Source: an optimization exercise on an open RTL-to-GDS flow (aim: small area, a short achievable clock period and few clock cycles). Production flows keep margins and buffers that such runs may drop. The RTL was checked by simulation tests, not by an equivalence proof against the original design. Power is estimated from default activity; no workload was simulated.

== the baseline ==
==> flow/design.v (excerpt) <==
module CHIP(
    clk,
    rst_n,
    mem_wen_D,
    mem_addr_D,
    mem_wdata_D,
    mem_rdata_D,
    mem_addr_I,
    mem_rdata_I);
Size in the first run: about 7100 cells after synthesis, roughly 160 I/O pins.
clock: 10.0 ns
lec_check: 0
cap_margin: 30
core_margin: 2
core_utilization: 40
place_density: 0.6
setup_slack_margin: 5
slew_margin: 30
run.sh (not shown) runs the stock make flow with config.mk's settings and CLKGATE_MAP_FILE= SYNTH_SCRIPT=/design/flow/synth_recipe.tcl, a recipe that flattens the netlist after the stock synthesis.
Testbench counts of the baseline, summed over its fixed seeds: cycles 20,907.
[inputs] the candidate vs the baseline
--- a/flow/design.v
+++ b/flow/design.v
@@ -21,13 +21,13 @@
     reg  [31:0] ec;              
     reg  [ 4:0] e_rd;
     reg         e_we, e_ld, e_st, e_br, e_pred, e_jalr, e_mul;
     reg         e_kill;          
     wire        E_WE = e_we & ~e_kill, E_LD = e_ld & ~e_kill, E_ST = e_st & ~e_kill;
     wire        E_BR = e_br & ~e_kill, E_JALR = e_jalr & ~e_kill, E_MUL = e_mul & ~e_kill;
-    reg         e_sub, e_slt, e_sll, e_srl, e_selc, e_selb;
+    reg         e_sub, e_slt, e_sll, e_srl, e_selc;
     reg  [ 1:0] e_bf;            
     reg         fa, fb, fc;      
     reg  [31:0] m_res, m_sd;
     reg  [31:0] m_x, m_y;        
     reg         m_mul;
     reg  [ 4:0] m_rd;
@@ -112,13 +112,12 @@
     wire [63:0] t3b = csa(t2b[63:32], t2c[31:0], t2c[63:32]);
     wire [63:0] t4a = csa(t3a[31:0], t3a[63:32], t3b[31:0]);
     wire [63:0] t4b = csa(t3b[63:32], t2d[31:0], t2d[63:32]);
     reg  [31:0] e_res;
     always @(*) begin
         if (e_selc)      e_res = C;
-        else if (e_selb) e_res = B;
         else if (e_slt)  e_res = {31'd0, lt};
         else if (e_sll)  e_res = shr_r;
         else if (e_srl)  e_res = shr;
         else             e_res = sum;
     end
     wire [31:0] ins = mem_rdata_I;
@@ -146,17 +145,17 @@
     wire [31:0] imm_i = {{20{ins[31]}}, ins[31:20]};
     wire [31:0] imm_s = {{20{ins[31]}}, ins[31:25], ins[11:7]};
     wire [31:0] imm_b = {{19{ins[31]}}, ins[31], ins[7], ins[30:25], ins[11:8], 1'b0};
     wire [31:0] imm_u = {ins[31:12], 12'd0};
     wire [31:0] imm_j = {{11{ins[31]}}, ins[31], ins[19:12], ins[20], ins[30:21], 1'b0};
     wire efw  = E_WE & ~E_LD & ~E_MUL;
-    wire e1   = efw  && (e_rd == rs1);
+    wire e1   = efw  && (e_rd == rs1) && use1;
     wire e2   = efw  && (e_rd == rs2);
-    wire m1   = m_we && (m_rd == rs1) && !e1;
+    wire m1   = m_we && (m_rd == rs1) && use1 && !e1;
     wire m2   = m_we && (m_rd == rs2) && !e2;
-    wire f1   = e1 | m1;
+    wire f1   = e1 | m1 | ~use1;
     wire f2   = e2 | m2;
     reg  [31:0] rv1, rv2;
     always @(*) begin
         rv1 = (e1 ? e_res : 32'd0) | (m1 ? m_wb : 32'd0);
         rv2 = (e2 ? e_res : 32'd0) | (m2 ? m_wb : 32'd0);
         for (i = 1; i < 32; i = i + 1) begin
@@ -166,13 +165,13 @@
         rv1 = rv1 | (((rs1 == 5'd2) && !vld[2] && !f1) ? 32'hBFFFFFF0 : 32'd0)
                   | (((rs1 == 5'd3) && !vld[3] && !f1) ? 32'h10008000 : 32'd0);
         rv2 = rv2 | (((rs2 == 5'd2) && !vld[2] && !f2) ? 32'hBFFFFFF0 : 32'd0)
                   | (((rs2 == 5'd3) && !vld[3] && !f2) ? 32'h10008000 : 32'd0);
     end
     wire eld  = E_LD & E_WE;
-    wire fa_n = eld && (e_rd == rs1);
+    wire fa_n = eld && use1 && (e_rd == rs1);
     wire fb_n = eld && (is_op | is_br) && (e_rd == rs2);
     wire lmul = eld && is_mul && ((e_rd == rs1) || (e_rd == rs2));
     wire fc_n = eld && is_st && (e_rd == rs2);
     wire luse = (E_MUL && E_WE && ((use1 && e_rd == rs1) || (use2 && e_rd == rs2))) || lmul;
     wire [31:0] pc4  = pc + 32'd4;
     wire [31:0] tgt  = pc + (is_jal ? imm_j : is_br ? imm_b : imm_u);
@@ -207,13 +206,12 @@
         e_pred <= ins[31];
         e_sub  <= is_sub | is_slti | is_br;
         e_slt  <= is_slti;
         e_sll  <= is_slli;
         e_srl  <= is_srli;
         e_selc <= is_jal | is_jalr | is_auipc;
-        e_selb <= is_lui;
         e_bf   <= {f3[2], f3[0]};
     end
     always @(posedge clk or negedge rst_n) begin
         if (!rst_n) begin
             fa <= 1'b0; fb <= 1'b0; fc <= 1'b0;
         end else begin
[summary]
The candidate reached the final stage; the timing, design-rule and antenna checks on its layout passed.
Final instance count without filler cells (lower): the candidate
Diff the baseline and the candidate: sequential share of layout area higher in the candidate
Compared the candidate vs the baseline, and share of the clock period used by the worst path is down in the candidate.
Per the comparison of the candidate with the baseline, total wire length after detailed routing now sits lower, pin count of the biggest net entering global routing picked up an extra about 27%.
Between the baseline and the candidate, the difference in count of cells along the worst register-to-register path is negligible.
Comparing the baseline and the candidate, the higher core utilization was measured on the baseline.
The baseline and the candidate ended up with nearly the same starting density of the core.
Total number of tap cells came out exactly the same in the baseline and the candidate.
The estimated power of the candidate ends up lower than the estimate for the baseline.
Of the two values seen for first element of the critical path, mem_rdata_I[3] was produced by the candidate and mem_rdata_D[13] by the baseline.
Testbench counts of the candidate, summed over its fixed seeds: cycles 20,907.

separate check: timing with driven ports:
Ports are ideal in the flow. The routed layouts listed here were re-timed in OpenROAD. Step 1, drivers: a clkbuf_16 drives clk and a buf_2 each remaining input, both assumed. Step 2 times the ports against the registers' clock, not the clock port: input delays grow and output delays shrink by t, the midpoint of the rising clock arrivals with the driver on. a / b / c = ideal ports / drivers / drivers and shift; a / b = the first two.
run | shift t [ns] | setup slack, ns | worst setup path at the end | worst register clock-pin slew, ns | worst data-port slew with drivers (ns)
the baseline | 0.890 | 4.650 / 4.703 / 3.813 | input to register | 0.07 / 0.07 | 0.06
the candidate | 0.897 | 4.759 / 4.816 / 3.918 | input to register | 0.08 / 0.08 | 0.22
After both steps every run listed still meets setup and hold. The setup slack of the candidate, which loses most, moves by +0.057 ns with the drivers and by -0.841 ns with both steps.
